Background: an optimization exercise with open tools, aiming at small area, a short achievable clock period and few clock cycles. Do not read the settings as production practice.
At most, simulation tests tie the RTL to the original design; equivalence was not proved.

TR:
==> module geofence, before the edit <==
module geofence(clk, reset, X, Y, valid, is_inside);
input clk;
input reset;
input [9:0] X;
input [9:0] Y;
output reg valid;
output reg is_inside;
reg [3:0] phase;             
reg [9:0] px, py;            
reg sx, sy;                  
reg [9:0] mx, my;            
reg lsx, lsy, rsx, rsy;
reg [9:0] lmx, lmy, rmx, rmy;
reg ins;
wire [10:0] dx = {1'b0, X} - {1'b0, px};
wire [10:0] dy = {1'b0, Y} - {1'b0, py};
wire [9:0] ax = (dx[9:0] ^ {10{dx[10]}}) + {9'd0, dx[10]};
wire [9:0] ay = (dy[9:0] ^ {10{dy[10]}}) + {9'd0, dy[10]};
wire zx = mx == 10'd0, zy = my == 10'd0;
wire zlx = lmx == 10'd0, zly = lmy == 10'd0;
wire zrx = rmx == 10'd0, zry = rmy == 10'd0;
wire a_le, a_lt;              
xsgn ua(.a(lmx), .b(my), .c(lmy), .d(mx), .le(a_le), .lt(a_lt));
wire a_s1 = lsx ^ sy, a_s2 = lsy ^ sx;
wire a_nz = !(zlx || zy) || !(zly || zx);
wire an  = (a_s1 == a_s2) ? (a_s1 ? !a_le : a_lt) : (a_s1 && a_nz);    
wire anz = (a_s1 == a_s2) ? (a_s1 ? !a_lt : a_le) : (a_s1 || !a_nz);   
wire b_le, b_lt;
xsgn ub(.a(mx), .b(rmy), .c(my), .d(rmx), .le(b_le), .lt(b_lt));
wire b_s1 = sx ^ rsy, b_s2 = sy ^ rsx;
wire b_nz = !(zx || zry) || !(zy || zrx);
wire bn  = (b_s1 == b_s2) ? (b_s1 ? !b_le : b_lt) : (b_s1 && b_nz);
wire bnz = (b_s1 == b_s2) ? (b_s1 ? !b_lt : b_le) : (b_s1 || !b_nz);
wire opp = (!zx && (sx ^ lsx)) || (!zy && (sy ^ lsy));
wire hit = (zx && zy) || (an && bnz) || (anz && bn) || (anz && !an && bnz && !bn && opp);
wire newl = an && !bnz;       
wire newr = !anz && bn;       
always @(posedge clk or posedge reset) begin
    if (reset) phase <= 4'd0;
    else if (phase == 4'd8) phase <= 4'd0;
    else if (phase == 4'd6 && (ins || hit)) phase <= 4'd8;   
    else phase <= phase + 4'd1;
end
always @(posedge clk) begin
    sx <= dx[10]; mx <= ax;
    sy <= dy[10]; my <= ay;
end
always @(posedge clk) begin
    if (phase == 4'd0) begin
        px <= X;
        py <= Y;
    end
    if (phase == 4'd2) begin
        lsx <= sx; lmx <= mx; lsy <= sy; lmy <= my;
        rsx <= sx; rmx <= mx; rsy <= sy; rmy <= my;
        ins <= zx && zy;
    end else if (phase >= 4'd3 && phase <= 4'd7) begin
        if (hit) ins <= 1'b1;
        if (newl) begin lsx <= sx; lmx <= mx; lsy <= sy; lmy <= my; end
        if (newr) begin rsx <= sx; rmx <= mx; rsy <= sy; rmy <= my; end
    end
end
always @(posedge clk or posedge reset) begin
    if (reset) begin
        valid <= 1'b0;
        is_inside <= 1'b0;
    end else begin
        valid <= (phase == 4'd7) || (phase == 4'd6 && (ins || hit));
        is_inside <= (phase == 4'd6 || phase == 4'd7) && (ins || hit);
    end
end
endmodule
Settings: LEC_CHECK=0, CAP_MARGIN=20, CORE_MARGIN=2, CORE_UTILIZATION=40, CTS_BUF_LIST=sky130_fd_sc_hd__clkbuf_4 sky130_fd_sc_hd__clkbuf_8, CTS_CLUSTER_DIAMETER=100, CTS_CLUSTER_SIZE=30, PLACE_DENSITY=0.6, SETUP_SLACK_MARGIN=5, SLEW_MARGIN=20; clock period 12.0 ns.
standard.sh (not shown) runs the stock make flow with config.mk's settings and CLKGATE_MAP_FILE= SYNTH_SCRIPT=/design/flow/synth_recipe.tcl, a recipe that flattens the netlist after the stock synthesis.
==> flow/flow/run.sh <==
#!/bin/bash
# The standard layout, with one extra step between synthesis and floorplan:
# invopt.py removes the inverters that Yosys's full-adder extraction leaves between
# adders (see invopt.py). Each tool's output goes to a log of its own.
set -euo pipefail
R=orfs/results/$FLOW_PLATFORM/geofence/base
LIB=$FLOW_HOME/platforms/$FLOW_PLATFORM/lib/sky130_fd_sc_hd__tt_025C_1v80.lib
bash standard.sh synth > synth.log 2>&1
cp $R/1_2_yosys.v 1_2_yosys.synth.v
python3 flow/invopt.py $LIB 1_2_yosys.synth.v 1_2_yosys.invopt.v > invopt.log 2>&1
cp 1_2_yosys.invopt.v $R/1_2_yosys.v
bash standard.sh "CTS_ARGS=-sink_clustering_enable -repair_clock_nets -buf_list {sky130_fd_sc_hd__clkbuf_4 sky130_fd_sc_hd__clkbuf_8} -sink_clustering_size 30 -sink_clustering_max_diameter 100 -dont_use_dummy_load" finish > layout.log 2>&1
Other scripts of this flow, unchanged in this note and not shown: flow/flow/invopt.py
In summary, TR completed successfully, with a layout that passed the timing, design-rule and antenna checks.
The inputs of MS differ from those of TR as listed below.
==> flow/design.v, changed modules only <==
module geofence(clk, reset, X, Y, valid, is_inside);
input clk;
input reset;
input [9:0] X;
input [9:0] Y;
output reg valid;
output reg is_inside;
reg [3:0] phase;             
reg [9:0] px, py;            
reg sx, sy;                  
reg [9:0] mx, my;            
reg lsx, lsy, rsx, rsy;
reg [9:0] lmx, lmy, rmx, rmy;
reg ins;
wire [10:0] dx = {1'b0, X} - {1'b0, px};
wire [10:0] dy = {1'b0, Y} - {1'b0, py};
wire [9:0] ax = (dx[9:0] ^ {10{dx[10]}}) + {9'd0, dx[10]};
wire [9:0] ay = (dy[9:0] ^ {10{dy[10]}}) + {9'd0, dy[10]};
wire zx = mx == 10'd0, zy = my == 10'd0;
wire zlx = lmx == 10'd0, zly = lmy == 10'd0;
wire zrx = rmx == 10'd0, zry = rmy == 10'd0;
wire a_le, a_dn;
xsgn ua(.a(lmx), .b(my), .c(lmy), .d(mx), .le(a_le), .lt(a_dn));
wire a_dz = a_le && !a_dn;
wire a_s1 = lsx ^ sy, a_s2 = lsy ^ sx;
wire a_nz = !(zlx || zy) || !(zly || zx);
wire an = (a_s1 == a_s2) ? (a_s1 ? !(a_dn || a_dz) : a_dn) : (a_s1 && a_nz);
wire az = (a_s1 == a_s2) ? a_dz : !a_nz;
wire ap = !an && !az;
wire b_le, b_dn;
xsgn ub(.a(mx), .b(rmy), .c(my), .d(rmx), .le(b_le), .lt(b_dn));
wire b_dz = b_le && !b_dn;
wire b_s1 = sx ^ rsy, b_s2 = sy ^ rsx;
wire b_nz = !(zx || zry) || !(zy || zrx);
wire bn = (b_s1 == b_s2) ? (b_s1 ? !(b_dn || b_dz) : b_dn) : (b_s1 && b_nz);
wire bz = (b_s1 == b_s2) ? b_dz : !b_nz;
wire bp = !bn && !bz;
wire opp = (!zx && (sx ^ lsx)) || (!zy && (sy ^ lsy));
wire hit = (zx && zy) || (an && (bn || bz)) || (az && bn) || (az && bz && opp);
always @(posedge clk or posedge reset) begin
    if (reset) phase <= 4'd0;
    else if (phase == 4'd8) phase <= 4'd0;
    else if (phase == 4'd6 && (ins || hit)) phase <= 4'd8;   
    else phase <= phase + 4'd1;
end
always @(posedge clk) begin
    sx <= dx[10]; mx <= ax;
    sy <= dy[10]; my <= ay;
end
always @(posedge clk) begin
    if (phase == 4'd0) begin
        px <= X;
        py <= Y;
    end
    if (phase == 4'd2) begin
        lsx <= sx; lmx <= mx; lsy <= sy; lmy <= my;
        rsx <= sx; rmx <= mx; rsy <= sy; rmy <= my;
        ins <= zx && zy;
    end else if (phase >= 4'd3 && phase <= 4'd7) begin
        if (hit) ins <= 1'b1;
        if (an && bp) begin lsx <= sx; lmx <= mx; lsy <= sy; lmy <= my; end
        if (ap && bn) begin rsx <= sx; rmx <= mx; rsy <= sy; rmy <= my; end
    end
end
always @(posedge clk or posedge reset) begin
    if (reset) begin
        valid <= 1'b0;
        is_inside <= 1'b0;
    end else begin
        valid <= (phase == 4'd7) || (phase == 4'd6 && (ins || hit));
        is_inside <= (phase == 4'd6 || phase == 4'd7) && (ins || hit);
    end
end
endmodule
Notes after the runs:
Side by side, hold-critical path depth turned out higher in MS than in TR.
MS against TR: clock period minus final worst setup slack lower; smallest hold slack lower.
In MS, the met2 wirelength from detailed routing came out 1.2 mm below the value in TR.
Taking TR as the reference point, the half-perimeter wire length after placement of MS falls by 1.0 mm.
Via count: TR and MS compared, higher one is TR
On total die area, MS tracks TR almost exactly.
MS went all the way through synthesis, placement and routing and the layout is clean on timing, DRC and antenna.
Testbench counts of MS, summed over its fixed seeds: cycles 70,999.
For TR, only the layout was checked, not whether the RTL still works.

========
Another version of the RTL of geofence (not shown whole).
Size in the first run: ~1400 cells after synthesis, roughly 24 I/O pins, roughly 15000 µm² of cells after synthesis.
==> module geofence, before the edit <==
module geofence(clk, reset, X, Y, valid, is_inside);
input clk;
input reset;
input [9:0] X;
input [9:0] Y;
output reg valid;
output reg is_inside;
reg [3:0] phase;             
reg [9:0] px, py;            
reg sx, sy;                  
reg [9:0] mx, my;            
reg lsx, lsy, rsx, rsy;
reg [9:0] lmx, lmy, rmx, rmy;
reg ins;
reg [3:0] hp;                
wire [10:0] dx = {1'b0, X} - {1'b0, px};
wire [10:0] dy = {1'b0, Y} - {1'b0, py};
wire [9:0] ax = (dx[9:0] ^ {10{dx[10]}}) + {9'd0, dx[10]};
wire [9:0] ay = (dy[9:0] ^ {10{dy[10]}}) + {9'd0, dy[10]};
wire [3:0] side = {dy[10], !dy[10] && dy != 11'd0, dx[10], !dx[10] && dx != 11'd0};
wire early_out = |(hp & side);
wire zx = mx == 10'd0, zy = my == 10'd0;
wire zlx = lmx == 10'd0, zly = lmy == 10'd0;
wire zrx = rmx == 10'd0, zry = rmy == 10'd0;
wire a_le, a_dn;
xsgn ua(.a(lmx), .b(my), .c(lmy), .d(mx), .le(a_le), .lt(a_dn));
wire a_dz = a_le && !a_dn;
wire a_s1 = lsx ^ sy, a_s2 = lsy ^ sx;
wire a_nz = !(zlx || zy) || !(zly || zx);
wire an = (a_s1 == a_s2) ? (a_s1 ? !(a_dn || a_dz) : a_dn) : (a_s1 && a_nz);
wire az = (a_s1 == a_s2) ? a_dz : !a_nz;
wire ap = !an && !az;
wire b_le, b_dn;
xsgn ub(.a(mx), .b(rmy), .c(my), .d(rmx), .le(b_le), .lt(b_dn));
wire b_dz = b_le && !b_dn;
wire b_s1 = sx ^ rsy, b_s2 = sy ^ rsx;
wire b_nz = !(zx || zry) || !(zy || zrx);
wire bn = (b_s1 == b_s2) ? (b_s1 ? !(b_dn || b_dz) : b_dn) : (b_s1 && b_nz);
wire bz = (b_s1 == b_s2) ? b_dz : !b_nz;
wire bp = !bn && !bz;
wire opp = (!zx && (sx ^ lsx)) || (!zy && (sy ^ lsy));
wire hit = (zx && zy) || (an && (bn || bz)) || (az && bn) || (az && bz && opp);
always @(posedge clk or posedge reset) begin
    if (reset) phase <= 4'd0;
    else if (phase == 4'd8) phase <= 4'd0;
    else if (phase == 4'd6 && (ins || hit || early_out)) phase <= 4'd8;   
    else phase <= phase + 4'd1;
end
always @(posedge clk) begin
    sx <= dx[10]; mx <= ax;
    sy <= dy[10]; my <= ay;
end
always @(posedge clk) begin
    if (phase == 4'd0) begin
        px <= X;
        py <= Y;
    end
    if (phase == 4'd1) hp <= side;
    else if (phase <= 4'd5) hp <= hp & side;
    if (phase == 4'd2) begin
        lsx <= sx; lmx <= mx; lsy <= sy; lmy <= my;
        rsx <= sx; rmx <= mx; rsy <= sy; rmy <= my;
        ins <= zx && zy;
    end else if (phase >= 4'd3 && phase <= 4'd7) begin
        if (hit) ins <= 1'b1;
        if (an && bp) begin lsx <= sx; lmx <= mx; lsy <= sy; lmy <= my; end
        if (ap && bn) begin rsx <= sx; rmx <= mx; rsy <= sy; rmy <= my; end
    end
end
always @(posedge clk or posedge reset) begin
    if (reset) begin
        valid <= 1'b0;
        is_inside <= 1'b0;
    end else begin
        valid <= (phase == 4'd7) || (phase == 4'd6 && (ins || hit || early_out));
        is_inside <= (phase == 4'd6 || phase == 4'd7) && (ins || hit);
    end
end
endmodule
Settings: LEC_CHECK=0, CAP_MARGIN=20, CORE_MARGIN=2, CORE_UTILIZATION=40, CTS_BUF_LIST=sky130_fd_sc_hd__clkbuf_4 sky130_fd_sc_hd__clkbuf_8, CTS_CLUSTER_DIAMETER=100, CTS_CLUSTER_SIZE=30, PLACE_DENSITY=0.6, SETUP_SLACK_MARGIN=5, SLEW_MARGIN=20; clock period 12.0 ns.
Scripts as last shown in full above: flow/flow/run.sh
Other scripts of this flow, unchanged in this note and not shown: flow/flow/invopt.py
Testbench counts at the start, summed over its fixed seeds: cycles 65,240.
Rerun with:
--- a/flow/design.v
+++ b/flow/design.v
@@ -7,73 +7,67 @@
 output reg is_inside;
 reg [3:0] phase;             
 reg [9:0] px, py;            
 reg sx, sy;                  
-reg [9:0] mx, my;            
+reg [9:0] mxn, my;           
 reg lsx, lsy, rsx, rsy;
-reg [9:0] lmx, lmy, rmx, rmy;
+reg [9:0] lmx, lmyn, rmx, rmyn;    
+wire [9:0] mx = ~mxn, lmy = ~lmyn, rmy = ~rmyn;
 reg ins;
-reg [3:0] hp;                
 wire [10:0] dx = {1'b0, X} - {1'b0, px};
 wire [10:0] dy = {1'b0, Y} - {1'b0, py};
 wire [9:0] ax = (dx[9:0] ^ {10{dx[10]}}) + {9'd0, dx[10]};
 wire [9:0] ay = (dy[9:0] ^ {10{dy[10]}}) + {9'd0, dy[10]};
-wire [3:0] side = {dy[10], !dy[10] && dy != 11'd0, dx[10], !dx[10] && dx != 11'd0};
-wire early_out = |(hp & side);
 wire zx = mx == 10'd0, zy = my == 10'd0;
 wire zlx = lmx == 10'd0, zly = lmy == 10'd0;
 wire zrx = rmx == 10'd0, zry = rmy == 10'd0;
-wire a_le, a_dn;
-xsgn ua(.a(lmx), .b(my), .c(lmy), .d(mx), .le(a_le), .lt(a_dn));
-wire a_dz = a_le && !a_dn;
+wire a_le, a_lt;              
+xsgn ua(.a(lmx), .b(my), .c(lmy), .d(mx), .le(a_le), .lt(a_lt));
 wire a_s1 = lsx ^ sy, a_s2 = lsy ^ sx;
 wire a_nz = !(zlx || zy) || !(zly || zx);
-wire an = (a_s1 == a_s2) ? (a_s1 ? !(a_dn || a_dz) : a_dn) : (a_s1 && a_nz);
-wire az = (a_s1 == a_s2) ? a_dz : !a_nz;
-wire ap = !an && !az;
-wire b_le, b_dn;
-xsgn ub(.a(mx), .b(rmy), .c(my), .d(rmx), .le(b_le), .lt(b_dn));
-wire b_dz = b_le && !b_dn;
+wire an  = (a_s1 == a_s2) ? (a_s1 ? !a_le : a_lt) : (a_s1 && a_nz);    
+wire anz = (a_s1 == a_s2) ? (a_s1 ? !a_lt : a_le) : (a_s1 || !a_nz);   
+wire b_le, b_lt;
+xsgn ub(.a(mx), .b(rmy), .c(my), .d(rmx), .le(b_le), .lt(b_lt));
 wire b_s1 = sx ^ rsy, b_s2 = sy ^ rsx;
 wire b_nz = !(zx || zry) || !(zy || zrx);
-wire bn = (b_s1 == b_s2) ? (b_s1 ? !(b_dn || b_dz) : b_dn) : (b_s1 && b_nz);
-wire bz = (b_s1 == b_s2) ? b_dz : !b_nz;
-wire bp = !bn && !bz;
+wire bn  = (b_s1 == b_s2) ? (b_s1 ? !b_le : b_lt) : (b_s1 && b_nz);
+wire bnz = (b_s1 == b_s2) ? (b_s1 ? !b_lt : b_le) : (b_s1 || !b_nz);
 wire opp = (!zx && (sx ^ lsx)) || (!zy && (sy ^ lsy));
-wire hit = (zx && zy) || (an && (bn || bz)) || (az && bn) || (az && bz && opp);
+wire hit = (zx && zy) || (an && bnz) || (anz && bn) || (anz && !an && bnz && !bn && opp);
+wire newl = an && !bnz;       
+wire newr = !anz && bn;       
 always @(posedge clk or posedge reset) begin
     if (reset) phase <= 4'd0;
     else if (phase == 4'd8) phase <= 4'd0;
-    else if (phase == 4'd6 && (ins || hit || early_out)) phase <= 4'd8;   
+    else if (phase == 4'd6 && (ins || hit)) phase <= 4'd8;   
     else phase <= phase + 4'd1;
 end
 always @(posedge clk) begin
-    sx <= dx[10]; mx <= ax;
+    sx <= dx[10]; mxn <= ~ax;
     sy <= dy[10]; my <= ay;
 end
 always @(posedge clk) begin
     if (phase == 4'd0) begin
         px <= X;
         py <= Y;
     end
-    if (phase == 4'd1) hp <= side;
-    else if (phase <= 4'd5) hp <= hp & side;
     if (phase == 4'd2) begin
-        lsx <= sx; lmx <= mx; lsy <= sy; lmy <= my;
-        rsx <= sx; rmx <= mx; rsy <= sy; rmy <= my;
+        lsx <= sx; lmx <= mx; lsy <= sy; lmyn <= ~my;
+        rsx <= sx; rmx <= mx; rsy <= sy; rmyn <= ~my;
         ins <= zx && zy;
     end else if (phase >= 4'd3 && phase <= 4'd7) begin
         if (hit) ins <= 1'b1;
-        if (an && bp) begin lsx <= sx; lmx <= mx; lsy <= sy; lmy <= my; end
-        if (ap && bn) begin rsx <= sx; rmx <= mx; rsy <= sy; rmy <= my; end
+        if (newl) begin lsx <= sx; lmx <= mx; lsy <= sy; lmyn <= ~my; end
+        if (newr) begin rsx <= sx; rmx <= mx; rsy <= sy; rmyn <= ~my; end
     end
 end
 always @(posedge clk or posedge reset) begin
     if (reset) begin
         valid <= 1'b0;
         is_inside <= 1'b0;
     end else begin
-        valid <= (phase == 4'd7) || (phase == 4'd6 && (ins || hit || early_out));
+        valid <= (phase == 4'd7) || (phase == 4'd6 && (ins || hit));
         is_inside <= (phase == 4'd6 || phase == 4'd7) && (ins || hit);
     end
 end
 endmodule
What happened: Synthesized cell count is higher by 1.5%. Final area fell by 3.3%. Clock skew grows by 0.0054 ns. Via count went up by 0.34%. Final cell count is higher by 1.1%. Worst setup slack is worse by 0.0084 ns. Global-route usage increases by 0.84 points. Hold slack gains 0.029 ns.
The RTL of the second run of this note was laid out without a check of its function.

==> re-timing with driven ports <==
The flow's constraints put no driver on any port. The routed layouts listed below were extracted and timed again, unchanged, in two steps. Step 1 (the two cells are an assumption about what drives the block):
set clk [get_ports {clk}]
set_driving_cell -lib_cell sky130_fd_sc_hd__clkbuf_16 $clk
set_driving_cell -lib_cell sky130_fd_sc_hd__buf_2 [delete_from_list [all_inputs] $clk]
Step 2 times the ports against the registers' clock, not the clock port: input delays grow and output delays shrink by t, the midpoint of the rising clock arrivals with the driver on. Three values: ideal, step 1, step 2; two values: the first two.
run	t (ns)	setup WS [ns]	hold WS [ns]	worst register clock-pin slew, ns
TR	0.383	5.313 / 5.313 / 5.313	0.594 / 0.594 / 0.594	0.09 / 0.09
MS	0.376	5.469 / 5.469 / 5.469	0.557 / 0.557 / 0.557	0.10 / 0.10
the first run of note 2	0.399	5.311 / 5.311 / 5.311	0.550 / 0.550 / 0.550	0.10 / 0.10
the second run of note 2	0.398	5.303 / 5.303 / 5.303	0.579 / 0.579 / 0.579	0.10 / 0.10
After both steps every run listed still meets setup and hold.
